Background: an optimization exercise with open tools, aiming at small area. Do not read the settings as production practice.
Only simulation tests tie the RTL to the original design; equivalence was not proved.
In every run shown here, the design's own scripts or RTL, not TritonCTS, make the clock network.
The clock port is modelled as an ideal driver, which makes a skipped or thinned clock tree look cheaper than it is; a real chip needs a root buffer or a tree.
Power figures rest on the tool's default switching activity, not on a simulated workload.

`design/flow/config.mk`:
```
export PLATFORM = sky130hd
export DESIGN_NAME = UART_top
export DESIGN_NICKNAME = UART_top
export VERILOG_FILES = /design/flow/design.v
export SDC_FILE = /design/flow/constraint.sdc
export NUM_CORES = 4
export LEC_CHECK = 0
export CAP_MARGIN = 20
export CORE_MARGIN = 2
export CORE_UTILIZATION = 40
export SLEW_MARGIN = 20
```
`design/flow/constraint.sdc`:
```
create_clock -name core_clock -period 10.0 [get_ports {clk}]
set_input_delay 2.0000 -clock core_clock [delete_from_list [all_inputs] [get_ports {clk}]]
set_output_delay 2.0000 -clock core_clock [all_outputs]
set_load 0.01 [all_outputs]
```
`design/flow/design.v`:
```
`timescale 1ns/10ps
module UART_top(
    input  clk,
    input  res,
    input  RX,
    output TX
);
localparam [12:0] T_RX   = 13'b1000100010000;
localparam [12:0] K5000  = 13'b1000010110000;
localparam [12:0] T_TX   = 13'b0000100101110;
localparam [12:0] M_TX   = 13'b1011011111101;   
localparam [12:0] KT5    = 13'b0110000010010;
localparam [12:0] KT5000 = 13'b0110010010010;
function [12:0] step(input [12:0] x);
  step = {x[11:0], x[12] ^ x[9] ^ x[7] ^ x[4]};
endfunction
localparam [12:0] P = 13'b1010101010101;
reg  [5:0]  sq;             
localparam [5:0] S0 = 6'b110000;
wire [5:0]  s     = sq ^ S0;
reg  [12:0] rcq;          
wire [12:0] rc    = rcq ^ P;
wire        rxd   = rc[0];
wire        idle  = s[5];
wire        init  = s[5] & s[4];
wire [2:0]  bi    = s[2:0];
wire        bop   = ~s[4] & ~s[3];
wire        ba    = s[3];
wire        bb    = s[4];
wire        first = s[4] & s[3];    
wire        b7    = s[2] & s[1] & s[0];
wire        rtc   = ((rc & 13'b1101111111111) == (T_RX & 13'b1101111111111));  
wire        wt    = ~idle & (rc[10:1] == 10'd0);   
wire        det   = wt & ~RX & rxd;
wire        samp  = ~idle & rtc;
wire        last  = samp & b7;
wire        leave = idle & rtc & s[3] & s[2];     
wire        clr   = last | leave;
always @(posedge clk or negedge res)
  if (~res) sq <= 6'd0;
  else if (init) sq <= {5'b10000, RX} ^ S0;
  else if (idle) begin
    if (rtc) sq <= (leave ? 6'b011000 : (RX ? {2'b10, s[3:0] + 4'd1} : 6'b100000)) ^ S0;
  end else if (det & first) sq <= S0;
  else if (samp) begin
    if (b7) sq <= {1'b0, s[3], bop, 3'd0} ^ S0;
    else sq <= {s[5:3], bi + 3'd1} ^ S0;
  end
wire [12:0] rs = step(rc);
always @(posedge clk) begin
  if (init | (rtc & ~clr)) rcq <= K5000 ^ P;
  else rcq <= {rs[12:10], rs[9] & ~clr, rs[8:6], rs[5] & ~clr, rs[4],
               rs[3] | (det & first), rs[2] | (det & ~first), rs[1] & ~wt,
               (wt | leave) ? RX : rs[0]} ^ P;
end
reg       o0, o2, c;
reg [7:0] R;            
wire ok  = ~(o2 & o0);
wire a   = R[0];
wire bx  = RX ^ o0;
wire f   = o2 ? (c ? (a | RX) : (a & RX)) : (a ^ bx ^ c);
wire co  = (a & bx) | (a & c) | (bx & c);
wire vf  = c & ~RX;
reg  [3:0]  t;          
reg  [12:0] tq;         
wire [12:0] tcnt = tq ^ P;
wire ttc    = ((tcnt & M_TX) == (T_TX & M_TX));  
wire rot    = t[3] & ttc;
wire tidle  = ~t[3] & ~t[2];       
always @(posedge clk) begin
  if (samp & bop) begin
    case (bi)
      3'd0: begin o0 <= RX; c <= 1'b1; end
      3'd1: o2 <= RX;
      3'd2: begin c <= c & (RX ^ o2); o2 <= RX; end
      3'd3: c <= c & RX;
      3'd7: begin o2 <= o2 | ~vf; o0 <= ~vf | (~o2 & o0); c <= o0; end
      default: c <= c & ~RX;
    endcase
  end
  if (samp & bb & ~o2) c <= co;
end
always @(posedge clk)
  if (idle & rtc) R <= {1'b0, R[7:1]};
  else if (rot) R <= {R[0], R[7:1]};
  else if (samp & ok & ba) R <= {RX, R[7:1]};
  else if (samp & ok & bb) R <= {f, R[7:1]};
always @(posedge clk or negedge res)
  if (~res) t <= 4'd0;
  else if (last & bb) t <= 4'd6;
  else if (~tidle & ttc) t <= t + 4'd1;
always @(posedge clk)
  if (tidle) tq <= KT5 ^ P;
  else if (ttc) tq <= KT5000 ^ P;
  else tq <= step(tcnt) ^ P;
assign TX = t[3] ? R[0] : ~t[0];    
endmodule
```
`design/flow/flow/run.sh`:
```
#!/bin/bash
# Own layout flow: the standard flow (standard.sh, all ORFS steps), with:
#  - synthesis: the standard flow's own Yosys script (synth_recipe.tcl, ORFS synth.tcl),
#    except that ABC maps the logic with area-oriented scripts (written to abc/) and
#    the smallest result is kept (flow/abc_multi.tcl), and ORFS's adder
#    extraction is off.  The scripts are first tried in four parallel
#    synthesis runs (try0..try3, logs in try*.log and try*/logs/); the layout's
#    synthesis then runs the best one.  Flip-flops are mapped before ABC, so the
#    registers, their names and cell types are those of the standard synthesis;
#  - the smallest buffer (buf_1) on the input and output ports;
#  - the clock port drives a few clock buffers, each at the centroid of its
#    cluster of flip-flops (flow/cts_pre.tcl, flow/clk_split.tcl), in place of
#    TritonCTS's H-tree.
# The layout's make output goes to flow_make.log; each step's tool log to orfs/logs/.
set -euo pipefail

W=$PWD
F=$W/flow
sed -e "/^source \$::env(SCRIPTS_DIR)\/synth_preamble.tcl/a source $F/abc_multi.tcl" \
    -e 's/^  log_cmd abc {\*}\$abc_args/  abc_multi $abc_args/' \
  "$FLOW_HOME/scripts/synth.tcl" > "$W/synth_multi.tcl"
[ "$(grep -c 'abc_multi' "$W/synth_multi.tcl")" = 2 ]
sed "s#source \$::env(SCRIPTS_DIR)/synth.tcl#source $W/synth_multi.tcl#" "$W/synth_recipe.tcl" > "$W/my_synth.tcl"
grep -q "synth_multi.tcl" "$W/my_synth.tcl"

# the ABC scripts: plain area mapping, and DAG-aware resynthesis (&deepsyn)
# with several seeds before area mapping, once or twice in a row
A=$W/abc
mkdir -p "$A"
R2='balance\nrewrite\nrefactor\nbalance\nrewrite\nrewrite -z\nbalance\nrefactor -z\nrewrite -z\nbalance\n'
printf 'strash\ndch -f\namap\nstrash\ndch -f\namap\nstrash\ndch -f\namap\n' > "$A/a1.abc"
printf 'strash\ndch -f\namap\nstrash\ndch -f\namap\n' > "$A/a2.abc"
printf "strash\n${R2}dch -f\namap\nstrash\ndch -f\namap\n" > "$A/a3.abc"
printf 'strash\n&get -n\n&deepsyn -J 1000\n&put\ndch -f\namap\n' > "$A/j1000.abc"
for S in 0 1 2 3 4 5 6 7 8 9 10; do
  printf 'strash\n&get -n\n&deepsyn -J 200 -S %d\n&put\ndch -f\namap\n' $S > "$A/d$S.abc"
  printf 'strash\n&get -n\n&deepsyn -J 200 -S %d\n&put\ndch\namap\n' $S > "$A/e$S.abc"
done
for S in 1 2 3 4 5 6 7 8; do
  printf 'strash\n&get -n\n&deepsyn -J 200\n&put\ndch\namap\nstrash\n&get -n\n&deepsyn -J 200 -S %d\n&put\ndch\namap\n' $S > "$A/c$S.abc"
  printf 'strash\n&get -n\n&deepsyn -J 200 -S 8\n&put\ndch\namap\nstrash\n&get -n\n&deepsyn -J 200 -S %d\n&put\ndch -f\namap\n' $S > "$A/g$S.abc"
done

# try the ABC scripts in four parallel synthesis runs
scripts=("$A"/*.abc)
for i in 0 1 2 3; do
  group=""
  for ((j = i; j < ${#scripts[@]}; j += 4)); do group="$group ${scripts[j]}"; done
  make -C "$FLOW_HOME" DESIGN_CONFIG="$W/config.mk" WORK_HOME="$W/try$i" CLKGATE_MAP_FILE= \
    SYNTH_SCRIPT="$W/my_synth.tcl" "MY_ABC_SCRIPTS=$group" ADDER_MAP_FILE= synth > "$W/try$i.log" 2>&1 &
done
wait
grep -h '^abc_multi: /.* area ' "$W"/try*/logs/*/*/*/1_2_yosys.log | sort -t' ' -k4,4g -k2,2 > "$W/abc_tries.txt"
best=$(head -1 "$W/abc_tries.txt" | cut -d' ' -f2)
[ -f "$best" ]
echo "best ABC script: $best" >> "$W/abc_tries.txt"

bash "$W/standard.sh" SYNTH_SCRIPT="$W/my_synth.tcl" "MY_ABC_SCRIPTS=$best" ADDER_MAP_FILE= \
  "BUFFER_PORTS_ARGS=-buffer_cell sky130_fd_sc_hd__buf_1" PRE_CTS_TCL="$F/cts_pre.tcl" \
  finish > "$W/flow_make.log" 2>&1
```
`design/flow/flow/abc_multi.tcl`:
```
# Runs ABC once per script in $::env(MY_ABC_SCRIPTS) (a list of files) on the same
# design and keeps the smallest result by liberty cell area. Only the combinational
# logic changes between the tries: ABC does not touch the mapped flip-flops.
proc abc_multi {abc_args} {
  puts "abc_multi: scripts $::env(MY_ABC_SCRIPTS)"
  set lib [lindex $abc_args [expr {[lsearch $abc_args -liberty] + 1}]]
  design -save my_pre_abc
  set best ""
  set best_area 1e30
  foreach s $::env(MY_ABC_SCRIPTS) {
    design -load my_pre_abc
    abc {*}[lreplace $abc_args 1 1 $s]
    opt_clean
    set st [tee -q -s result.string stat -liberty $lib]
    if {![regexp {Chip area for module [^:]*: ([0-9.]+)} $st -> area]} { error "abc_multi: no area for $s" }
    puts "abc_multi: $s area $area"
    if {$area < $best_area} { set best_area $area; set best $s; design -save my_best_abc }
  }
  design -load my_best_abc
  puts "abc_multi: kept $best area $best_area"
}
```
`design/flow/flow/clk_split.tcl`:
```
# Clock buffering for a small design: the clock port drives a few buffers, each
# placed at the centroid of a cluster of flip-flop clock pins (k-means on the pin
# locations) and driving that cluster.

# Flip-flop clock pins on the clock net: list of {iterm x y}.
proc clk_pins {net} {
  set pins {}
  foreach it [$net getITerms] {
    set inst [$it getInst]
    lassign [$it getAvgXY] ok x y
    if {!$ok} { lassign [$inst getLocation] x y }
    lappend pins [list $it $x $y]
  }
  return $pins
}

# k-means into N groups; the initial centers are spread along x (init 0),
# y (1), x+y (2) or x-y (3).
proc clk_kmeans {pins N init} {
  set keyed {}
  foreach p $pins {
    lassign $p it x y
    set key [lindex [list $x $y [expr {$x + $y}] [expr {$x - $y}]] $init]
    lappend keyed [list $key $p]
  }
  set sorted {}
  foreach kp [lsort -real -index 0 $keyed] { lappend sorted [lindex $kp 1] }
  set n [llength $sorted]
  set centers {}
  for {set k 0} {$k < $N} {incr k} {
    set p [lindex $sorted [expr {int(($k + 0.5) * $n / $N)}]]
    lappend centers [list [lindex $p 1] [lindex $p 2]]
  }
  for {set iter 0} {$iter < 30} {incr iter} {
    set groups {}
    for {set k 0} {$k < $N} {incr k} { lappend groups {} }
    foreach p $pins {
      set best 0; set bd 1e30
      for {set k 0} {$k < $N} {incr k} {
        lassign [lindex $centers $k] cx cy
        set d [expr {hypot([lindex $p 1] - $cx, [lindex $p 2] - $cy)}]
        if {$d < $bd} { set bd $d; set best $k }
      }
      lset groups $best [concat [lindex $groups $best] [list $p]]
    }
    set centers {}
    foreach g $groups {
      set sx 0; set sy 0
      foreach p $g { set sx [expr {$sx + [lindex $p 1]}]; set sy [expr {$sy + [lindex $p 2]}] }
      set m [expr {max(1, [llength $g])}]
      lappend centers [list [expr {$sx / $m}] [expr {$sy / $m}]]
    }
  }
  return [list $groups $centers]
}

# Inserts one buffer of type CELL per group; returns the new instances.
proc clk_insert {net groups centers CELL} {
  set block [ord::get_db_block]
  set master [[ord::get_db] findMaster $CELL]
  if {$master eq "NULL" || $master eq ""} { error "clk_split: no cell $CELL" }
  set insts {}
  set k 0
  foreach g $groups c $centers {
    if {[llength $g] == 0} continue
    set inst [odb::dbInst_create $block $master "clkbuf_m$k"]
    set onet [odb::dbNet_create $block "clknet_m$k"]
    $onet setSigType CLOCK
    [$inst findITerm A] connect $net
    [$inst findITerm X] connect $onet
    foreach p $g {
      set it [lindex $p 0]
      $it disconnect
      $it connect $onet
    }
    lassign $c cx cy
    $inst setLocation [expr {int($cx)}] [expr {int($cy)}]
    $inst setPlacementStatus PLACED
    lappend insts $inst
    incr k
  }
  return $insts
}

# Undoes clk_insert.
proc clk_remove {net insts} {
  foreach inst $insts {
    set onet [[$inst findITerm X] getNet]
    foreach it [$onet getITerms] {
      if {[$it getInst] eq $inst} continue
      $it disconnect
      $it connect $net
    }
    [$inst findITerm A] disconnect
    [$inst findITerm X] disconnect
    odb::dbInst_destroy $inst
    odb::dbNet_destroy $onet
  }
}

# Largest slew (ps) at flip-flop clock pins, rise or fall, early or late,
# with placement-estimated parasitics.
proc clk_max_slew {} {
  estimate_parasitics -placement
  set mx 0
  foreach pin [all_registers -clock_pins -edge_triggered] {
    foreach edge {rise fall} {
      foreach a {min max} {
        set s [expr {[sta::time_ui_sta [get_property $pin slew_${a}_$edge]] * 1e12}]
        if {$s > $mx} { set mx $s }
      }
    }
  }
  return $mx
}

proc clk_split_auto {configs LIMIT} {
  set block [ord::get_db_block]
  set net [$block findNet clk]
  set_propagated_clock [all_clocks]
  set pins [clk_pins $net]
  foreach cfg $configs {
    lassign $cfg N CELL
    set best_s 1e30; set best_init -1
    foreach init {0 1 2 3} {
      lassign [clk_kmeans $pins $N $init] groups centers
      set insts [clk_insert $net $groups $centers $CELL]
      set s [clk_max_slew]
      puts "clk_split: $N x $CELL (init $init): estimated clock pin slew [format %.1f $s] ps"
      clk_remove $net $insts
      if {$s < $best_s} { set best_s $s; set best_init $init }
    }
    if {$best_s <= $LIMIT} {
      # legalize the buffers' places and check again
      lassign [clk_kmeans $pins $N $best_init] groups centers
      set insts [clk_insert $net $groups $centers $CELL]
      detailed_placement
      set s [clk_max_slew]
      puts "clk_split: $N x $CELL placed: estimated clock pin slew [format %.1f $s] ps"
      if {$s <= $LIMIT} {
        puts "clk_split: using $N x $CELL"
        set left [llength [$net getITerms]]
        if {$left != [llength $insts]} { error "clk_split: $left cell pins left on the clock net" }
        return
      }
      clk_remove $net $insts
    }
  }
  error "clk_split: no configuration meets $LIMIT ps"
}
```
`design/flow/flow/cts_pre.tcl`:
```
source [file join [file dirname [info script]] clk_split.tcl]
clk_split_auto {
  {3 sky130_fd_sc_hd__clkbuf_4}
  {2 sky130_fd_sc_hd__clkbuf_8}
  {4 sky130_fd_sc_hd__clkbuf_4}
  {3 sky130_fd_sc_hd__clkbuf_8}
  {2 sky130_fd_sc_hd__clkbuf_16}
  {4 sky130_fd_sc_hd__clkbuf_8}
  {3 sky130_fd_sc_hd__clkbuf_16}
  {4 sky130_fd_sc_hd__clkbuf_16}
} 118
rename clock_tree_synthesis orig_clock_tree_synthesis
proc clock_tree_synthesis {args} { puts "clock_tree_synthesis skipped: clock buffered by cts_pre.tcl" }
```
`design/flow/standard.sh`:
```
#!/bin/bash
# synth_recipe.tcl (not shown) runs the flow's synth.tcl, then flattens the netlist and writes it again
# the make line also repeats each setting of config.mk as NAME=value (left out here)
make -C /OpenROAD-flow-scripts/flow DESIGN_CONFIG=/design/flow/config.mk WORK_HOME=/design/flow/orfs CLKGATE_MAP_FILE= SYNTH_SCRIPT=/design/flow/synth_recipe.tcl "${@:-finish}"
```
==> flow_summary.ini, run 1 <==
[synth]
synthesis.nets = 203
synthDistinctLibCells = 27
synth.most_common_cell = nor2_1
netlist_instances = 200
synth_seq_cells = 47
netlist_top_cells_count = nor2_1, dfxtp_1, clkinv_1, nand2_1, a21oi_1
yosysTopAreaCell = dfxtp_1
synth_warnings = 1
synth_area_um2 = 1810
synthArstFlopShare_pct = 21.3
synth_area_leaders = dfxtp_1, edfxtp_1, dfrtp_1
syn_area_per_cell_um2 = 9.06
synth_top_cell_area_share_pct = 29.8
synth_edf_count = 10
synth_top_flop_cell = dfxtp_1
seq_area_frac_synth_pct = 60.2

[layout]
syn_to_final_growth_pct = 6.49
antenna_cells = 0
drive_above_1_share_pct = 1.46
nets = 211
post-route-util_pct = 44.3

[worst_setup_path]
slowest_delay_ns = 0.28
crit_path_end = R[7]$_SDFFE_PP0P_
required_ns = 10.07
worst_setup_path_start_kind = primary input
critPathMaxFanout = 7
cp_cell_sequence = buf_1 -> clkinv_1 -> a21oi_1 -> clkinv_1 -> a22oi_1 -> a22oi_1 -> o22ai_1 -> o221ai_1 -> a221oi_1
cp_slowest_cell = a22oi_1
regToRegSetupSlack_ns = 7.43
end_kind = flop
r2r-start = rcq[8]$_SDFF_PP1_
worstSetupPathType = in2reg
worstReg2RegEnd = R[6]$_DFFE_PP_
crit_start = RX
cp.arrival_ns = 3.68
ff2ff_path_depth = 6

[global_routing]
grt_max_degree = 21
first_global_vias = 1193
grt_usage_pct = 12.9
antenna_found_initial = 0
grt_pass1_wl_um = 5510
overflow = 0

[clock_tree]
clk_pin_slew_ns = 0.11
post_cts_resized = 0
post_cts.repair.setup_buffers = 0
clk_latency_ns = 0.17
hold_buffers = 0

[die]
die_height_um = 71.3
die_area_um2 = 5090
initial_core_util_pct = 41.6
coreArea_um2 = 4350
die_w_um = 71.3
ioPinCount = 4
rows = 24

[drt]
ant_nets = 0
wl_per_cell_um = 12.3
drc = 0
drt_iter0_drc = 49
totalWireLength_um = 3170
dr_total_vias = 1318
first_pass_iters = 4
via_per_inst = 5.11

[timing]
finalHoldViolCount = 0
worstMarginPinSlew_ns = 0.774
min_period_ns = 3.61
slew_viol_final = 0
min_period_over_period_pct = 36.1
fmax_ghz = 0.277
grt_setup_unrepaired = false
relSlewSlack_pct = 47.9
tns_ns = 0
setup_viol = 0
fin_skew_ns = 0.0411

[power]
power_density_nw_per_um2 = 140
internal-power_uw = 223
leakage_nw = 0.734
seqPwrFrac_pct = 71.6
finalPower_uw = 271
clock_power_share_pct = 26.7
irDropWorstVdd_mv = 0.0985
switching_share_pct = 17.6
comb_power_share_pct = 1.7
p_switching_uw = 47.7

[worst_hold_path]
hold_class = reg2reg
holdCritStartpoint = tq[11]$_SDFF_PP1_

[placement]
port_buffers = 3
routabilityCongestion = 0.804
dp_hpwl_um = 2440

[run_status]
outcome = no timing/DRC/antenna violations

[job]
maxCapViolCount = 0
## flip-flops by register name, indices dropped and copies added, names as in the netlist
register / count
rcq: 13
tq: 13
R: 8
sq: 6
t: 4
c: 1
o0: 1
o2: 1
## cells in the final DEF (no fill, tap or decap), drive strengths merged, types with 3 or more instances in the layout
| cell type | n |
|---|---|
| buf | 3 |
| dfxtp | 27 |
| nand2 | 22 |
| clkbuf | 3 |
| edfxtp | 10 |
| nor3 | 7 |
| a21oi | 12 |
| o21ai | 10 |
| nor4 | 3 |
| o22ai | 8 |
| dfrtp | 10 |
| clkinv | 23 |
| nor2 | 45 |
| a221oi | 4 |
## cell type report
class / instances / area [um2]
Tap cell: 52 / 65.1
Sequential cell: 47 / 1090
Inverter: 23 / 86.3
Fill cell: 436 / 2420
Timing Repair Buffer: 3 / 11.3
Buffer: 3 / 41.3
Multi-Input combinational cell: 130 / 636
## per-layer routing
| metal | track usage (%) | share of wire (%) | up-vias | routed length [um] |
|---|---|---|---|---|
| li1 | - | - | 701 | - |
| met1 | 20.4 | 53 | 603 | 1690 |
| met2 | 20.0 | 43 | 11 | 1360 |
| met3 | 1.13 | 2.3 | 3 | 73 |
| met4 | 1.47 | 1.4 | 0 | 45 |
| met5 | 0 | 0 | - | 0 |
## worst min path at each step
stage / endpoint / slack (ns) / depth (start not counted)
floorplan: tq[12]$_SDFF_PP1_ / 0.34 / 1
global placement: tq[2]$_SDFF_PP1_ / 0.35 / 1
detailed placement: tq[12]$_SDFF_PP1_ / 0.35 / 1
CTS: tq[12]$_SDFF_PP1_ / 0.38 / 1
global route: tq[12]$_SDFF_PP1_ / 0.39 / 1
finish: tq[12]$_SDFF_PP1_ / 0.38 / 1
## power groups by stage
stage	clock network [mW]	registers, mW	logic [mW]
6_report	0.0722	0.194	0.00453
5_1_grt	0.0815	0.194	0.00533
4_1_cts	0.0757	0.194	0.00458
3_5_place_dp	0	0.198	0.00457
3_3_place_gp	0	0.198	0.00446
2_1_floorplan	0	0.198	0.00277
## per-stage QoR
step	instances	instance area [um2]	setup slack [ns]	hold WS, ns
detailed placement	255	1890	6.23	0.354
finish	258	1930	6.39	0.380
global placement	255	1890	6.32	0.346
CTS	258	1930	6.40	0.382
floorplan	200	1810	6.67	0.343
global route	258	1930	6.18	0.395
## critical path, delay by kind of cell
kind	cells	cell delay [ns]
AO/OA/AOI/OAI	6	1.16
buffers and inverters	3	0.52
## kinds of logic after synthesis
family	Yosys count	share of synthesized area, %
buffers and inverters	23	4.76
DFF	47	60.2
and+or+nand+nor	87	20.4
AOI/OAI and AO/OA	43	14.6
==> run 2: changes to the inputs <==
--- a/design/flow/flow/run.sh
+++ b/design/flow/flow/run.sh
@@ -34,3 +34,3 @@
 printf 'strash\n&get -n\n&deepsyn -J 1000\n&put\ndch -f\namap\n' > "$A/j1000.abc"
-for S in 0 1 2 3 4 5 6 7 8 9 10; do
+for S in 0 1 2 3 4 5 6 7 8 9 10 11 12 13 14 15; do
   printf 'strash\n&get -n\n&deepsyn -J 200 -S %d\n&put\ndch -f\namap\n' $S > "$A/d$S.abc"
@@ -38,3 +38,3 @@
 done
-for S in 1 2 3 4 5 6 7 8; do
+for S in 1 2 3 4 5 6 7 8 9 10 11 12; do
   printf 'strash\n&get -n\n&deepsyn -J 200\n&put\ndch\namap\nstrash\n&get -n\n&deepsyn -J 200 -S %d\n&put\ndch\namap\n' $S > "$A/c$S.abc"
==> flow_summary.ini, run 2 <==
[synth]
seq_area_frac_synth_pct = 60.2
synthDistinctLibCells = 27
yosysTopAreaCell = dfxtp_1
synth_top_flop_cell = dfxtp_1
synth_warnings = 1
synth_top_cell_area_share_pct = 29.8
syn_area_per_cell_um2 = 9.06
netlist_top_cells_count = nor2_1, dfxtp_1, clkinv_1, nand2_1, a21oi_1
synthArstFlopShare_pct = 21.3
synth_seq_cells = 47
synth_area_um2 = 1810
synthesis.nets = 203
synth_area_leaders = dfxtp_1, edfxtp_1, dfrtp_1
synth.most_common_cell = nor2_1
netlist_instances = 200
synth_edf_count = 10

[global_routing]
first_global_vias = 1193
grt_pass1_wl_um = 5510
use_met2_pct = 20.0
gr-max-usage-layer = met1
overflow = 0
grt_usage_pct = 12.9
antenna_found_initial = 0
met1_usage_pct = 20.4
grt_max_degree = 21
grtUsageMet3_pct = 1.13

[clock_tree]
clk_pin_slew_ns = 0.11
post_cts.repair.setup_buffers = 0
hold_buffers = 0
post_cts_resized = 0
clk_latency_ns = 0.17

[power]
leakage_nw = 0.734
power_density_nw_per_um2 = 140
irDropWorstVdd_mv = 0.0985

[placement]
routabilityCongestion = 0.804
dp_hpwl_um = 2440
port_buffers = 3
dp_slack_ns = 6.23

[timing]
grt_setup_unrepaired = false
hold_ws_ns = 0.380
min_period_over_period_pct = 36.1
setup_viol = 0
worstMarginPinSlew_ns = 0.774
fmax_ghz = 0.277
worst_slack_ns = 6.39
slew_viol_final = 0
tns_ns = 0
fin_skew_ns = 0.0411
relSlewSlack_pct = 47.9
min_period_ns = 3.61
finalHoldViolCount = 0

[worst_setup_path]
cp.arrival_ns = 3.68
crit_start = RX
cp_cell_sequence = buf_1 -> clkinv_1 -> a21oi_1 -> clkinv_1 -> a22oi_1 -> a22oi_1 -> o22ai_1 -> o221ai_1 -> a221oi_1
cp_num_buf_inv = 3
r2r-start = rcq[8]$_SDFF_PP1_
worstSetupPathType = in2reg
critPathMaxFanout = 7
slowest_delay_ns = 0.28
cp_slowest_cell = a22oi_1
required_ns = 10.07
crit_family = compound AO/OA/AOI/OAI gates
worst_setup_path_start_kind = primary input
regToRegSetupSlack_ns = 7.43
end_kind = flop

[die]
die_w_um = 71.3
initial_core_util_pct = 41.6
die_area_um2 = 5090
ioPinCount = 4
die_height_um = 71.3
coreArea_um2 = 4350
rows = 24

[drt]
ant_nets = 0
wl_per_cell_um = 12.3
drc = 0
first_pass_iters = 4
drt_iter0_drc = 49
dr_total_vias = 1318
via_per_inst = 5.11
totalWireLength_um = 3170

[worst_hold_path]
holdCritStartpoint = tq[11]$_SDFF_PP1_
hold_class = reg2reg

[layout]
layout_common_cells = nor2_1, dfxtp_1, clkinv_1
post-route-util_pct = 44.3
reg_top3 = rcq x13, tq x13, R x8
drive_above_1_share_pct = 1.46
syn_to_final_growth_pct = 6.49
multi_input_area_um2 = 636
final_common_cell = nor2_1
fillers = 436
nets = 211
antenna_cells = 0
seqCellArea_um2 = 1090

[run_status]
outcome = no timing/DRC/antenna violations

[job]
maxCapViolCount = 0
-- run 2: report_power, final --
part,switching [mW],total (mW),internal (mW)
Combinational,0.00313,0.00453,0.00140
Clock,0.0445,0.0722,0.0277
Sequential,0.000149,0.194,0.194
Total,0.0477,0.271,0.223
-- run 2: metal layers --
layer | share of wire (%) | vias up
met2 | 43 | 11
met3 | 2.3 | 3
met1 | 53 | 603
met5 | 0 | -
met4 | 1.4 | 0
li1 | - | 701
-- run 2: cell families after synthesis --
| group | share of synthesized area [%] |
|---|---|
| and+or+nand+nor | 20.4 |
| DFF | 60.2 |
| AOI/OAI and AO/OA | 14.6 |
| buffers and inverters | 4.76 |
-- run 2: cell type report --
class | count | area share, %
plain buffers | 3 | 2.14
inverters | 23 | 4.47
multi-input cells | 130 | 32.9
flip-flops and latches | 47 | 56.5
well taps | 52 | 3.37
repair buffers | 3 | 0.583
-- run 2: through the flow --
stage | cell area, um2 | total power, mW | cells
3_3_place_gp | 1890 | 0.202 | 255
6_report | 1930 | 0.271 | 258
2_1_floorplan | 1810 | 0.201 | 200
5_1_grt | 1930 | 0.281 | 258
3_5_place_dp | 1890 | 0.203 | 255
4_1_cts | 1930 | 0.274 | 258
-- run 2: path summary, 6_finish.rpt --
kind,cells past startpoint,end
setup / recovery,9,R[7]$_SDFFE_PP0P_
hold / removal,1,tq[12]$_SDFF_PP1_
setup reg to reg,6,R[6]$_DFFE_PP_
hold reg to reg,1,tq[12]$_SDFF_PP1_
max in group asynchronous,1,t[3]$_DFFE_PN0P_
min in group asynchronous,1,sq[4]$_DFFE_PN0P_
==> run 3: changes to the inputs <==
--- a/design/flow/design.v
+++ b/design/flow/design.v
@@ -32,3 +32,3 @@
 wire        rtc   = ((rc & 13'b1101111111111) == (T_RX & 13'b1101111111111));  
-wire        wt    = ~idle & (rc[10:1] == 10'd0);   
+wire        wt    = (rc[10:1] == 10'd0);   
 wire        det   = wt & ~RX & rxd;
@@ -83,3 +83,3 @@
 always @(posedge clk)
-  if (idle & rtc) R <= {1'b0, R[7:1]};
+  if (idle) R <= {1'b0, R[7:1]};
   else if (rot) R <= {R[0], R[7:1]};
==> flow_summary.ini, run 3 <==
[drt]
totalWireLength_um = 3240
wl_per_cell_um = 12.7
drt_iter0_drc = 65
first_pass_iters = 4
dr_total_vias = 1364
drc = 0
via_per_inst = 5.33
ant_nets = 0

[timing]
fin_skew_ns = 0.0273
slew_viol_final = 0
setup_viol = 0
finalHoldViolCount = 0
grt_setup_unrepaired = false
worstMarginPinSlew_ns = 0.643
hold_ws_ns = 0.377
relSlewSlack_pct = 56.5
fmax_ghz = 0.296
tns_ns = 0
worst_slack_ns = 6.62
min_period_ns = 3.38
min_period_over_period_pct = 33.8

[worst_setup_path]
cp.arrival_ns = 3.39
crit_family = simple AND/OR/NAND/NOR gates
cp_slowest_cell = clkinv_1
critPathMaxFanout = 7
cp_num_buf_inv = 2
end_kind = flop
worstSetupPathType = in2reg
slowest_delay_ns = 0.27
worst_setup_path_start_kind = primary input
cp_cell_sequence = buf_1 -> clkinv_1 -> nand2_1 -> nand2b_1 -> nor3_1 -> nor2_1 -> a31oi_1 -> o22ai_1
required_ns = 10.01

[die]
initial_core_util_pct = 41.6
ioPinCount = 4
rows = 24
die_w_um = 71.5
die_area_um2 = 5120
die_height_um = 71.5
coreArea_um2 = 4380

[synth]
synth_area_um2 = 1820
synth_warnings = 1
netlist_top_cells_count = nor2_1, dfxtp_1, clkinv_1, nand2_1, o21ai_0
synth_top_flop_cell = dfxtp_1
syn_area_per_cell_um2 = 9.21
synth_top_cell_area_share_pct = 29.6
seq_area_frac_synth_pct = 59.8
synth_edf_count = 10
synth.most_common_cell = nor2_1
synthDistinctLibCells = 31
synth_seq_cells = 47
netlist_instances = 198
synth_area_leaders = dfxtp_1, edfxtp_1, dfrtp_1
yosysTopAreaCell = dfxtp_1
synthArstFlopShare_pct = 21.3
synthesis.nets = 201

[placement]
place_area_um2 = 1900
port_buffers = 3
routabilityCongestion = 0.880
dp_slack_ns = 6.52
dp.cells = 253
dp_hpwl_um = 2420

[layout]
reg_top3 = rcq x13, tq x13, R x8
stdcell_count = 256
layout_common_cells = nor2_1, dfxtp_1, clkinv_1, nand2_1, o21ai_0
drive_above_1_share_pct = 1.47
antenna_cells = 0
syn_to_final_growth_pct = 6.45
nets = 209
design_area_um2 = 1940
post-route-util_pct = 44.3
final_common_cell = nor2_1

[clock_tree]
hold_buffers = 0
clk_latency_ns = 0.16
post_cts_resized = 0
clk_pin_slew_ns = 0.11
post_cts.repair.setup_buffers = 0

[worst_hold_path]
hold_class = reg2reg

[global_routing]
grt_pass1_wl_um = 5550
grt_max_degree = 20
antenna_found_initial = 0
first_global_vias = 1254
grt_usage_pct = 12.7
overflow = 0

[power]
power_density_nw_per_um2 = 140
irDropWorstVdd_mv = 0.0729
finalPower_uw = 272
leakage_nw = 0.716

[job]
maxCapViolCount = 0

[run_status]
outcome = no timing/DRC/antenna violations
run 3: changes by cell type in the layout (fill, tap and decap cells not counted), moves of 2 or more:
cell	previous run	this run
nor4b_1	0	2
a221oi_1	4	0
a31oi_1	1	3
or2_0	0	2
a211oi_1	1	3
o22ai_1	8	5
nor2_1	45	39
a21oi_1	12	7
a22oi_1	2	0
nand3b_1	2	0
o21ai_0	10	13
run 3: power breakdown:
| group | leakage (nW) | internal, mW | total [mW] | switching, mW |
|---|---|---|---|---|
| combinational | 0.227 | 0.00125 | 0.00417 | 0.00292 |
| sequential | 0.467 | 0.194 | 0.194 | 0.000314 |
| clock | 0.0216 | 0.0278 | 0.0737 | 0.0459 |
| total | 0.716 | 0.223 | 0.272 | 0.0492 |
run 3: worst paths after layout:
| check | startpoint | endpoint | slack, ns | cells past startpoint |
|---|---|---|---|---|
| max | RX | sq[3]$_DFFE_PN0P_ | 6.62 | 8 |
| min | tq[1]$_SDFF_PP1_ | tq[2]$_SDFF_PP1_ | 0.38 | 1 |
| max reg2reg | rcq[2]$_SDFF_PP1_ | rcq[1]$_SDFF_PP0_ | 6.95 | 11 |
| min reg2reg | tq[1]$_SDFF_PP1_ | tq[2]$_SDFF_PP1_ | 0.38 | 1 |
| max in group asynchronous | res | t[0]$_DFFE_PN0P_ | 7.80 | 1 |
| min in group asynchronous | res | sq[1]$_DFFE_PN0P_ | 1.79 | 1 |
run 3: cells by family (layout without fill, tap and decap cells):
kind of cell | Yosys count | in the layout | synth area share (%)
AOI/OAI and AO/OA | 41 | 41 | 14.2
buffers and inverters | 23 | 29 | 4.73
DFF | 47 | 47 | 59.8
and+or+nand+nor | 87 | 87 | 21.3
run 3: worst register-to-register path: cells and delay by family (launching register included):
family	cells	cell delay [ns]
compound gates	1	0.41
buf+inv	4	0.74
flops	1	0.33
simple gates	6	1.47
run 3: layout make-up:
type	count	area (um2)
Tap cell	52	65.1
Inverter	23	86.3
Multi-Input combinational cell	128	647
Timing Repair Buffer	3	11.3
Buffer	3	41.3
Fill cell	435	2440
Sequential cell	47	1090
run 3: per-layer routing:
metal	track usage, %	share of wire (%)	routed length [um]
met1	19.2	53	1710
met3	1.41	3.7	119
met4	2.31	1.4	47
met5	0	0	0
met2	20.0	42	1360
==> run 4: changes to the inputs <==
--- a/design/flow/design.v
+++ b/design/flow/design.v
@@ -29,6 +29,6 @@
 wire        bb    = s[4];
-wire        first = s[4] & s[3];    
 wire        b7    = s[2] & s[1] & s[0];
+wire        first = b7;             
 wire        rtc   = ((rc & 13'b1101111111111) == (T_RX & 13'b1101111111111));  
-wire        wt    = (rc[10:1] == 10'd0);   
+wire        wt    = ~idle & (rc[10:1] == 10'd0);   
 wire        det   = wt & ~RX & rxd;
@@ -42,4 +42,4 @@
   else if (idle) begin
-    if (rtc) sq <= (leave ? 6'b011000 : (RX ? {2'b10, s[3:0] + 4'd1} : 6'b100000)) ^ S0;
-  end else if (det & first) sq <= S0;
+    if (rtc) sq <= (leave ? 6'b000111 : (RX ? {2'b10, s[3:0] + 4'd1} : 6'b100000)) ^ S0;
+  end else if (det & first) sq <= {s[5:3], 3'd0} ^ S0;
   else if (samp) begin
@@ -83,3 +83,3 @@
 always @(posedge clk)
-  if (idle) R <= {1'b0, R[7:1]};
+  if (idle & rtc) R <= {1'b0, R[7:1]};
   else if (rot) R <= {R[0], R[7:1]};
==> flow_summary.ini, run 4 <==
[run_status]
outcome = no timing/DRC/antenna violations

[global_routing]
overflow = 0
grt_usage_pct = 13.0
antenna_found_initial = 0
grt_max_degree = 19
first_global_vias = 1239
grt_pass1_wl_um = 5620

[synth]
synth_area_um2 = 1810
synthArstFlopShare_pct = 21.3
synthDistinctLibCells = 30
netlist_instances = 194
synth_seq_cells = 47
synth.most_common_cell = nor2_1
synth_edf_count = 10
syn_area_per_cell_um2 = 9.35
synthesis.nets = 197
synth_top_flop_cell = dfxtp_1
synth_top_cell_area_share_pct = 29.8
synth_area_leaders = dfxtp_1, edfxtp_1, dfrtp_1
synth_warnings = 1
netlist_top_cells_count = nor2_1, dfxtp_1, clkinv_1, nand2_1, o21ai_0
seq_area_frac_synth_pct = 60.1
yosysTopAreaCell = dfxtp_1

[worst_setup_path]
ff2ff_path_depth = 9
cp_slowest_cell = o32ai_1
required_ns = 10.05
worstSetupPathType = in2reg
r2r-start = rcq[8]$_SDFF_PP1_
worstReg2RegEnd = sq[2]$_DFFE_PN0P_
end_kind = flop
crit_start = RX
regToRegSetupSlack_ns = 7.11
slowest_delay_ns = 0.41
critPathMaxFanout = 6
cp.arrival_ns = 3.60
cp_cell_sequence = buf_1 -> clkinv_1 -> a21oi_1 -> o32ai_1 -> clkinv_1 -> a21oi_1 -> nand2_1 -> a32o_1
worst_setup_path_start_kind = primary input
crit_path_end = sq[2]$_DFFE_PN0P_

[clock_tree]
post_cts_resized = 0
clk_latency_ns = 0.16
post_cts.repair.setup_buffers = 0
hold_buffers = 0
clk_pin_slew_ns = 0.10

[die]
ioPinCount = 4
die_w_um = 71.3
rows = 24
die_height_um = 71.3
initial_core_util_pct = 41.7
coreArea_um2 = 4350
die_area_um2 = 5090

[power]
leakage_nw = 0.712
irDropWorstVdd_mv = 0.0892
finalPower_uw = 270
power_density_nw_per_um2 = 140

[layout]
fillers = 422
drive_above_1_share_pct = 1.50
final_common_cell = nor2_1
syn_to_final_growth_pct = 6.48
reg_top3 = rcq x13, tq x13, R x8
post-route-util_pct = 44.4
nets = 205
layout_common_cells = nor2_1, dfxtp_1, clkinv_1
antenna_cells = 0

[worst_hold_path]
min_path_cells = 1
hold_class = reg2reg
holdCritStartpoint = tq[8]$_SDFF_PP1_

[timing]
tns_ns = 0
slew_viol_final = 0
fin_skew_ns = 0.0201
min_period_ns = 3.55
finalHoldViolCount = 0
min_period_over_period_pct = 35.5
fmax_ghz = 0.282
relSlewSlack_pct = 55.0
grt_setup_unrepaired = false
setup_viol = 0
worstMarginPinSlew_ns = 0.669

[drt]
top_layer = met4
first_pass_iters = 4
wl_per_cell_um = 12.6
ant_nets = 0
wl_met2_um = 1370
drt_iter0_drc = 102
via_per_inst = 5.33
dr_wl_met3_um = 122
drc = 0
wl_met1_um = 1630
dr_total_vias = 1343
totalWireLength_um = 3170

[placement]
port_buffers = 3
routabilityCongestion = 0.791
dp_hpwl_um = 2330

[job]
maxCapViolCount = 0
[run 4: changes by cell type in the layout (fill, tap and decap cells not counted), sizes merged, moves of 2 or more]
| cell | delta |
|---|---|
| nand2 | -7 |
| nand3 | +7 |
| nor2 | -5 |
| a21oi | +3 |
| a22oi | +2 |
| nand4b | -2 |
| nor3 | -2 |
| nor4b | -2 |
| o21a | +2 |
[run 4: layer usage]
| metal | vias up | GRT usage [%] |
|---|---|---|
| met5 | - | 0 |
| met1 | 619 | 19.7 |
| met3 | 5 | 1.55 |
| met2 | 18 | 20.7 |
| li1 | 701 | - |
| met4 | 0 | 1.68 |
[run 4: worst min path at each step]
| stage | to | slack (ns) |
|---|---|---|
| after global placement | rcq[6]$_SDFF_PP1_ | 0.37 |
| after CTS | tq[9]$_SDFF_PP0_ | 0.39 |
| after global routing | tq[12]$_SDFF_PP1_ | 0.41 |
| final | tq[9]$_SDFF_PP0_ | 0.39 |
| after detailed placement | rcq[6]$_SDFF_PP1_ | 0.38 |
| after floorplan | rcq[6]$_SDFF_PP1_ | 0.36 |
[run 4: per-stage QoR]
step                setup slack, ns  hold slack, ns  std cells  area, um2
finish                         6.45           0.389        252       1930
global route                   6.21           0.411        252       1930
CTS                            6.48           0.393        252       1930
detailed placement             6.31           0.376        249       1890
global placement               6.39           0.366        249       1890
floorplan                      6.71           0.358        194       1810
[run 4: report_power, final]
group          internal (mW)  switching (mW)  leakage [nW]
clock network         0.0277          0.0447        0.0216
logic                0.00124         0.00275         0.228
registers              0.194        0.000172         0.462
[run 4: critical path, delay by kind of cell]
family          cells  cell delay [ns]
compound gates      4             0.98
buf+inv             3             0.49
simple gates        1             0.12
[run 4: area by class of cell]
type	count	area (um2)	area share (%)
plain buffers	3	41.3	2.14
repair buffers	3	11.3	0.583
flip-flops and latches	47	1090	56.5
multi-input cells	124	637	33.0
inverters	23	86.3	4.47
well taps	52	65.1	3.37
[run 4: cells by family (layout without fill, tap and decap cells)]
kind of cell / Yosys count / count (layout) / synth area share (%)
and+or+nand+nor: 77 / 77 / 18.8
AOI/OAI and AO/OA: 47 / 47 / 16.3
DFF: 47 / 47 / 60.1
buffers and inverters: 23 / 29 / 4.76
==> run 5: changes to the inputs <==
--- a/design/flow/design.v
+++ b/design/flow/design.v
@@ -9,6 +9,6 @@
 localparam [12:0] K5000  = 13'b1000010110000;
-localparam [12:0] T_TX   = 13'b0000100101110;
-localparam [12:0] M_TX   = 13'b1011011111101;   
-localparam [12:0] KT5    = 13'b0110000010010;
-localparam [12:0] KT5000 = 13'b0110010010010;
+localparam [12:0] T_TX   = 13'b0000000101100;
+localparam [12:0] M_TX   = 13'b1011111010011;   
+localparam [12:0] KT5    = 13'b0101000000010;
+localparam [12:0] KT5000 = 13'b1001001001100;
 function [12:0] step(input [12:0] x);
@@ -29,4 +29,4 @@
 wire        bb    = s[4];
+wire        first = s[4] & s[3];    
 wire        b7    = s[2] & s[1] & s[0];
-wire        first = b7;             
 wire        rtc   = ((rc & 13'b1101111111111) == (T_RX & 13'b1101111111111));  
@@ -42,4 +42,4 @@
   else if (idle) begin
-    if (rtc) sq <= (leave ? 6'b000111 : (RX ? {2'b10, s[3:0] + 4'd1} : 6'b100000)) ^ S0;
-  end else if (det & first) sq <= {s[5:3], 3'd0} ^ S0;
+    if (rtc) sq <= (leave ? 6'b011000 : (RX ? {2'b10, s[3:0] + 4'd1} : 6'b100000)) ^ S0;
+  end else if (det & first) sq <= S0;
   else if (samp) begin
==> flow_summary.ini, run 5 <==
[clock_tree]
post_cts_resized = 0
clk_pin_slew_ns = 0.09
post_cts.repair.setup_buffers = 0
clk_latency_ns = 0.15
hold_buffers = 0

[synth]
synth_area_um2 = 1820
synth_area_leaders = dfxtp_1, edfxtp_1, dfrtp_1
netlist_top_cells_count = nor2_1, dfxtp_1, clkinv_1, nand2_1, o21ai_0
synthDistinctLibCells = 27
synth.most_common_cell = nor2_1
syn_area_per_cell_um2 = 9.43
synthMuxAreaShare_pct = 0
synth_compound_area_share_pct = 17.4
yosysTopAreaCell = dfxtp_1
synthXorXnorAreaFrac_pct = 0
netlist_instances = 193
synth_top_flop_cell = dfxtp_1
synth_top_cell_area_share_pct = 29.7
seq_area_frac_synth_pct = 59.9
synthesis.nets = 196
synth_top_family_by_area = simple AND/OR/NAND/NOR gates
synthSimpleGateAreaFrac_pct = 18.1
synth_warnings = 1
synth_seq_cells = 47
synthArstFlopShare_pct = 21.3
synthAdderAreaFrac_pct = 0
synth_edf_count = 10

[global_routing]
grt_max_degree = 19
overflow = 0
grt_pass1_wl_um = 5690
first_global_vias = 1249
grt_usage_pct = 13.2
antenna_found_initial = 0

[drt]
dr_total_vias = 1338
drt_iter0_drc = 51
via_per_inst = 5.31
first_pass_iters = 4
drc = 0
ant_nets = 0
wl_per_cell_um = 12.8
totalWireLength_um = 3230

[worst_setup_path]
crit_start = RX
worst-path-stages = 7
crit_top_cell = o21ai_0
cp_num_buf_inv = 1
cp_slowest_cell = buf_1
worst_setup_path_start_kind = primary input
ff2ff_path_depth = 10
r2r-start = rcq[12]$_SDFF_PP0_
crit_path_end = sq[3]$_DFFE_PN0P_
crit_family = compound AO/OA/AOI/OAI gates
cp.arrival_ns = 3.51
regToRegSetupSlack_ns = 6.98
end_kind = flop
cp_cell_sequence = buf_1 -> o21a_1 -> o21ai_0 -> or2_0 -> o21ai_0 -> a21oi_1 -> o31ai_1
worstReg2RegEnd = rcq[1]$_SDFF_PP0_
worstSetupPathType = in2reg
slowest_delay_ns = 0.36
critPathMaxFanout = 10
required_ns = 10.05

[die]
die_w_um = 71.5
rows = 24
initial_core_util_pct = 41.5
ioPinCount = 4
coreArea_um2 = 4380
die_area_um2 = 5110
die_height_um = 71.5

[power]
leakage_nw = 0.691
finalPower_uw = 266
irDropWorstVdd_mv = 0.0981
power_density_nw_per_um2 = 137

[timing]
slew_viol_final = 0
worstMarginPinSlew_ns = 0.640
setup_viol = 0
relSlewSlack_pct = 57.3
tns_ns = 0
min_period_ns = 3.46
worst_slack_ns = 6.54
fmax_ghz = 0.289
min_period_over_period_pct = 34.6
finalHoldViolCount = 0
fin_skew_ns = 0.0125
grt_setup_unrepaired = false

[worst_hold_path]
hold_class = reg2reg

[layout]
nets = 205
antenna_cells = 0
syn_to_final_growth_pct = 6.87
drive_above_1_share_pct = 2.00
final_common_cell = nor2_1
post-route-util_pct = 44.4
fillers = 430
layout_common_cells = nor2_1, dfxtp_1, clkinv_1
reg_top3 = rcq x13, tq x13, R x8
design_area_um2 = 1950

[placement]
place_area_um2 = 1900
routabilityCongestion = 0.751
dp_slack_ns = 6.44
port_buffers = 3
dp_hpwl_um = 2430

[job]
maxCapViolCount = 0

[run_status]
outcome = no timing/DRC/antenna violations
-- run 5: where the power goes --
| part | total [mW] | internal, mW | leakage [nW] | switching (mW) |
|---|---|---|---|---|
| registers | 0.193 | 0.193 | 0.459 | 0 |
| clock network | 0.0703 | 0.0277 | 0.0216 | 0.0426 |
| logic | 0.00262 | 0.000643 | 0.210 | 0.00198 |
| total | 0.266 | 0.222 | 0.691 | 0.0446 |
-- run 5: cells by family (layout without fill, tap and decap cells) --
group | count (synthesis) | count (layout)
flip-flops | 47 | 47
buffers and inverters | 22 | 29
AND/OR/NAND/NOR | 72 | 72
AO/OA/AOI/OAI | 52 | 52
-- run 5: cell type report --
class / instances / area (um2) / area share [%]
Buffer: 3 / 41.3 / 2.12
Sequential cell: 47 / 1090 / 56.1
Timing Repair Buffer: 4 / 18.8 / 0.965
Inverter: 22 / 82.6 / 4.24
Tap cell: 52 / 65.1 / 3.34
Multi-Input combinational cell: 124 / 647 / 33.2
-- run 5: worst min path at each step --
stage	cells past startpoint	startpoint	slack [ns]	end
after floorplan	1	tq[0]$_SDFF_PP1_	0.35	tq[1]$_SDFF_PP1_
after global placement	1	rcq[6]$_SDFF_PP1_	0.37	rcq[7]$_SDFF_PP1_
after detailed placement	1	tq[0]$_SDFF_PP1_	0.37	tq[1]$_SDFF_PP1_
after CTS	1	tq[0]$_SDFF_PP1_	0.39	tq[1]$_SDFF_PP1_
after global routing	1	tq[7]$_SDFF_PP0_	0.41	tq[8]$_SDFF_PP1_
final	1	tq[0]$_SDFF_PP1_	0.39	tq[1]$_SDFF_PP1_
-- run 5: layer usage --
layer,global-route usage (%),vias to the layer above,share of wire [%]
met4,1.26,0,1.1
met5,0,-,0
met1,20.5,619,53
met3,1.13,5,3.3
met2,20.9,16,43
li1,-,698,-
-- run 5: metrics by stage --
stage                     std cells  hold slack (ns)
after detailed placement        249            0.368
after global routing            252            0.410
final                           252            0.388
after floorplan                 193            0.353
after CTS                       252            0.391
after global placement          249            0.369
==> run 6: changes to the inputs <==
==> design/flow/design.v (replaced) <==
`timescale 1ns/10ps
module UART_top(
    input  clk,
    input  res,
    input  RX,
    output TX
);
localparam [12:0] T_RX   = 13'b1000100010000;
localparam [12:0] K5000  = 13'b1000010110000;
localparam [12:0] T_TX   = 13'b0000100101110;
localparam [12:0] M_TX   = 13'b1011011111101;   
localparam [12:0] KT5    = 13'b0110000010010;
localparam [12:0] KT5000 = 13'b0110010010010;
function [12:0] step(input [12:0] x);
  step = {x[11:0], x[12] ^ x[9] ^ x[7] ^ x[4]};
endfunction
localparam [12:0] P = 13'b1010101010101;
reg  [5:0]  s;
reg  [12:0] rcq;          
wire [12:0] rc    = rcq ^ P;
wire        rxd   = rc[0];
wire        idle  = s[5];
wire        init  = s[5] & s[4];
wire [1:0]  bc    = s[4:3];
wire [2:0]  bi    = s[2:0];
wire        rtc   = (rc == T_RX);
wire        wt    = ~idle & (rc[12:1] == 12'd0);
wire        det   = wt & ~RX & rxd;
wire        first = (bc == 2'd3);
wire        samp  = ~idle & rtc;
wire        last  = samp & (bi == 3'd7);
wire        leave = idle & rtc & (s[3:0] == 4'd12);
wire        clr   = last | leave;
always @(posedge clk or negedge res)
  if (~res) s <= 6'b110000;
  else if (init) s <= {5'b10000, RX};
  else if (idle) begin
    if (rtc) s <= leave ? 6'b011000 : (RX ? {2'b10, s[3:0] + 4'd1} : 6'b100000);
  end else if (det & first) s <= 6'b000000;
  else if (samp) begin
    if (bi == 3'd7) s <= {1'b0, (bc == 2'd2) ? 2'd0 : bc + 2'd1, 3'd0};
    else s <= s + 6'd1;
  end
wire [12:0] rs = step(rc);
always @(posedge clk) begin
  if (init | (rtc & ~clr)) rcq <= K5000 ^ P;
  else rcq <= {rs[12:10], rs[9] & ~clr, rs[8:6], rs[5] & ~clr, rs[4],
               rs[3] | (det & first), rs[2] | (det & ~first), rs[1] & ~wt,
               (wt | leave) ? RX : rs[0]} ^ P;
end
reg       o0, o2, c;
reg [7:0] R;            
wire ok  = ~(o2 & o0);
wire a   = R[0];
wire bb  = RX ^ o0;
wire f   = o2 ? (c ? (a | RX) : (a & RX)) : (a ^ bb ^ c);
wire co  = (a & bb) | (a & c) | (bb & c);
wire vf  = c & ~RX;
reg  [3:0]  t;          
reg  [12:0] tq;         
wire [12:0] tcnt = tq ^ P;
wire ttc    = ((tcnt & M_TX) == (T_TX & M_TX));  
wire rot    = t[3] & ttc;
always @(posedge clk) begin
  if (samp & (bc == 2'd0)) begin
    case (bi)
      3'd0: begin o0 <= RX; c <= 1'b1; end
      3'd1: o2 <= RX;
      3'd2: begin c <= c & (RX ^ o2); o2 <= RX; end
      3'd3: c <= c & RX;
      3'd7: begin o2 <= o2 | ~vf; o0 <= ~vf | (~o2 & o0); c <= o0; end
      default: c <= c & ~RX;
    endcase
  end
  if (samp & (bc == 2'd2) & ~o2) c <= co;
end
always @(posedge clk)
  if (idle & rtc) R <= {1'b0, R[7:1]};
  else if (rot) R <= {R[0], R[7:1]};
  else if (samp & ok & (bc == 2'd1)) R <= {RX, R[7:1]};
  else if (samp & ok & (bc == 2'd2)) R <= {f, R[7:1]};
always @(posedge clk or negedge res)
  if (~res) t <= 4'd0;
  else if (last & (bc == 2'd2)) t <= 4'd6;
  else if ((t != 4'd0) & ttc) t <= t + 4'd1;
always @(posedge clk)
  if (t == 4'd0) tq <= KT5 ^ P;
  else if (ttc) tq <= KT5000 ^ P;
  else tq <= step(tcnt) ^ P;
assign TX = t[3] ? R[0] : (t != 4'd7);
endmodule
--- a/design/flow/flow/run.sh
+++ b/design/flow/flow/run.sh
@@ -34,3 +34,3 @@
 printf 'strash\n&get -n\n&deepsyn -J 1000\n&put\ndch -f\namap\n' > "$A/j1000.abc"
-for S in 0 1 2 3 4 5 6 7 8 9 10 11 12 13 14 15; do
+for S in 0 1 2 3 4 5 6 7 8 9 10; do
   printf 'strash\n&get -n\n&deepsyn -J 200 -S %d\n&put\ndch -f\namap\n' $S > "$A/d$S.abc"
@@ -38,3 +38,3 @@
 done
-for S in 1 2 3 4 5 6 7 8 9 10 11 12; do
+for S in 1 2 3 4 5 6 7 8; do
   printf 'strash\n&get -n\n&deepsyn -J 200\n&put\ndch\namap\nstrash\n&get -n\n&deepsyn -J 200 -S %d\n&put\ndch\namap\n' $S > "$A/c$S.abc"
==> flow_summary.ini, run 6 <==
[run_status]
outcome = no timing/DRC/antenna violations

[global_routing]
grt_max_degree = 18
first_global_vias = 1231
grt_pass1_wl_um = 5550
antenna_found_initial = 0
grtUsageMet3_pct = 1.55
met1_usage_pct = 20.0
overflow = 0
gr-max-usage-layer = met2
use_met2_pct = 20.1
grt_usage_pct = 13.0

[layout]
drive_above_1_share_pct = 2.42
post-route-util_pct = 44.3
final_common_cell = nor2_1
stdcell_count = 259
nets = 212
syn_to_final_growth_pct = 6.45
reg_top3 = rcq x13, tq x13, R x8
antenna_cells = 0
layout_common_cells = nor2_1, nand2_1, dfxtp_1

[timing]
worst_slack_ns = 6.62
worstMarginPinSlew_ns = 0.719
min_period_ns = 3.38
grt_setup_unrepaired = false
fmax_ghz = 0.296
hold_ws_ns = 0.380
finalHoldViolCount = 0
setup_viol = 0
slew_viol_final = 0
min_period_over_period_pct = 33.8
fin_skew_ns = 0.0222
relSlewSlack_pct = 50.8
tns_ns = 0

[drt]
first_pass_iters = 4
dr_total_vias = 1345
wl_per_cell_um = 12.1
drc = 0
drt_iter0_drc = 160
via_per_inst = 5.19
ant_nets = 0
totalWireLength_um = 3140

[synth]
synthesis.nets = 204
netlist_instances = 201
synth_area_leaders = dfxtp_1, edfxtp_1, dfrtp_1
synth_edf_count = 10
netlist_top_cells_count = nor2_1, nand2_1, dfxtp_1, clkinv_1, o21ai_0
synth_warnings = 1
syn_area_per_cell_um2 = 9.07
yosysTopAreaCell = dfxtp_1
synth_top_flop_cell = dfxtp_1
seq_area_frac_synth_pct = 60.0
synth_top_cell_area_share_pct = 29.6
synth.most_common_cell = nor2_1
synth_area_um2 = 1820
synth_seq_cells = 47
synthArstFlopShare_pct = 21.3
synthDistinctLibCells = 31

[worst_hold_path]
min_to = tq[12]$_SDFF_PP1_
min_path_cells = 1
holdCritStartpoint = tq[11]$_SDFF_PP1_
hold_class = reg2reg

[worst_setup_path]
cp_cell_sequence = buf_1 -> clkinv_1 -> o22ai_1 -> nand2_1 -> o21ai_0 -> o221ai_1 -> nand3_1 -> o21ai_0 -> a221oi_1
required_ns = 10.05
worstSetupPathType = in2reg
crit_top_cell = o21ai_0
cp.arrival_ns = 3.43
ff2ff_path_depth = 7
worst_setup_path_start_kind = primary input
r2r-start = rcq[7]$_SDFF_PP1_
slowest_delay_ns = 0.27
critPathMaxFanout = 8
cp_slowest_cell = a221oi_1
end_kind = flop
regToRegSetupSlack_ns = 7.17
worstReg2RegEnd = R[1]$_DFFE_PP_

[placement]
port_buffers = 3
dp_slack_ns = 6.47
dp.cells = 256
dp_hpwl_um = 2390
routabilityCongestion = 0.882

[clock_tree]
clk_pin_slew_ns = 0.10
hold_buffers = 0
post_cts.repair.setup_buffers = 0
clk_latency_ns = 0.16
post_cts_resized = 0

[job]
maxCapViolCount = 0

[power]
p_switching_uw = 45.2
switching_share_pct = 16.9
clock_power_share_pct = 26.7
leakage_nw = 0.762
comb_power_share_pct = 0.9
power_density_nw_per_um2 = 138
internal-power_uw = 222
seqPwrFrac_pct = 72.4
irDropWorstVdd_mv = 0.123

[die]
die_w_um = 71.5
die_height_um = 71.5
die_area_um2 = 5110
rows = 24
ioPinCount = 4
initial_core_util_pct = 41.6
coreArea_um2 = 4380
[run 6: worst max-delay path by stage]
stage / start / endpoint / slack [ns] / cells past startpoint
after floorplan: RX / R[7]$_SDFFE_PP0P_ / 6.96 / 8
after global placement: RX / R[7]$_SDFFE_PP0P_ / 6.55 / 9
after detailed placement: RX / R[7]$_SDFFE_PP0P_ / 6.47 / 9
after CTS: RX / R[7]$_SDFFE_PP0P_ / 6.62 / 9
after global routing: RX / R[7]$_SDFFE_PP0P_ / 6.35 / 9
final: RX / R[7]$_SDFFE_PP0P_ / 6.62 / 9
[run 6: layout make-up]
cell class / count / area (um2)
repair buffers: 3 / 11.3
flip-flops and latches: 47 / 1090
well taps: 52 / 65.1
plain buffers: 3 / 41.3
multi-input cells: 132 / 647
inverters: 22 / 82.6
fillers: 440 / 2440
[run 6: stage by stage]
stage	power [mW]	area (um2)
floorplan	0.198	1820
global placement	0.200	1900
detailed placement	0.200	1900
CTS	0.269	1940
global route	0.276	1940
finish	0.267	1940
[run 6: power groups by stage]
stage / sequential [mW] / combinational, mW / clock [mW]
3_5_place_dp: 0.198 / 0.00236 / 0
6_report: 0.193 / 0.00229 / 0.0712
4_1_cts: 0.193 / 0.00237 / 0.0736
5_1_grt: 0.193 / 0.00267 / 0.0802
3_3_place_gp: 0.198 / 0.00230 / 0
2_1_floorplan: 0.198 / 0.000836 / 0
[run 6: worst max-delay path: cells and delay by family]
kind,cells,cell delay (ns)
simple gates,2,0.18
compound gates,5,0.85
buf+inv,2,0.39
[run 6: routing by layer]
metal | vias to the layer above | routed length, um
met4 | 0 | 45
met1 | 612 | 1560
met3 | 2 | 185
met2 | 28 | 1350
met5 | - | 0
li1 | 703 | -
[run 6: cells by family (layout without fill, tap and decap cells)]
kind of cell	count (synthesis)	after routing	share of synthesized area (%)
AOI/OAI and AO/OA	41	41	14.1
buffers and inverters	22	28	4.53
xor gates and xnor gates	1	1	0.481
DFF	47	47	60.0
and+or+nand+nor	90	90	20.9

[static timing again, ports no longer ideal]
In the flow no input, the clock included, has a driving cell. The finished layouts below were timed again as built, in two steps.
Step 1 assumes that a clkbuf_16 drives the clock port and a buf_2 every other input.
Step 2 also shifts input and output timing later by t, the mid clock arrival at the registers, as if the neighbouring blocks saw the same clock.
Three values: no drivers, after step 1, after step 2; two values: the first two.
run | shift t [ns] | slack for setup (ns) | latest minus earliest clock arrival (ns)
run 1 | 0.192 | 6.394 / 6.419 / 6.227 | 0.042 / 0.041
run 2 | 0.192 | 6.394 / 6.419 / 6.227 | 0.042 / 0.041
run 3 | 0.191 | 6.618 / 6.634 / 6.443 | 0.028 / 0.028
run 4 | 0.196 | 6.450 / 6.476 / 6.280 | 0.021 / 0.020
run 5 | 0.193 | 6.544 / 6.567 / 6.374 | 0.013 / 0.012
run 6 | 0.192 | 6.617 / 6.639 / 6.447 | 0.022 / 0.022
After both steps every run listed still meets setup and hold. For run 3, which loses most, drivers alone change the setup slack by +0.016 ns; drivers and shift together by -0.175 ns.
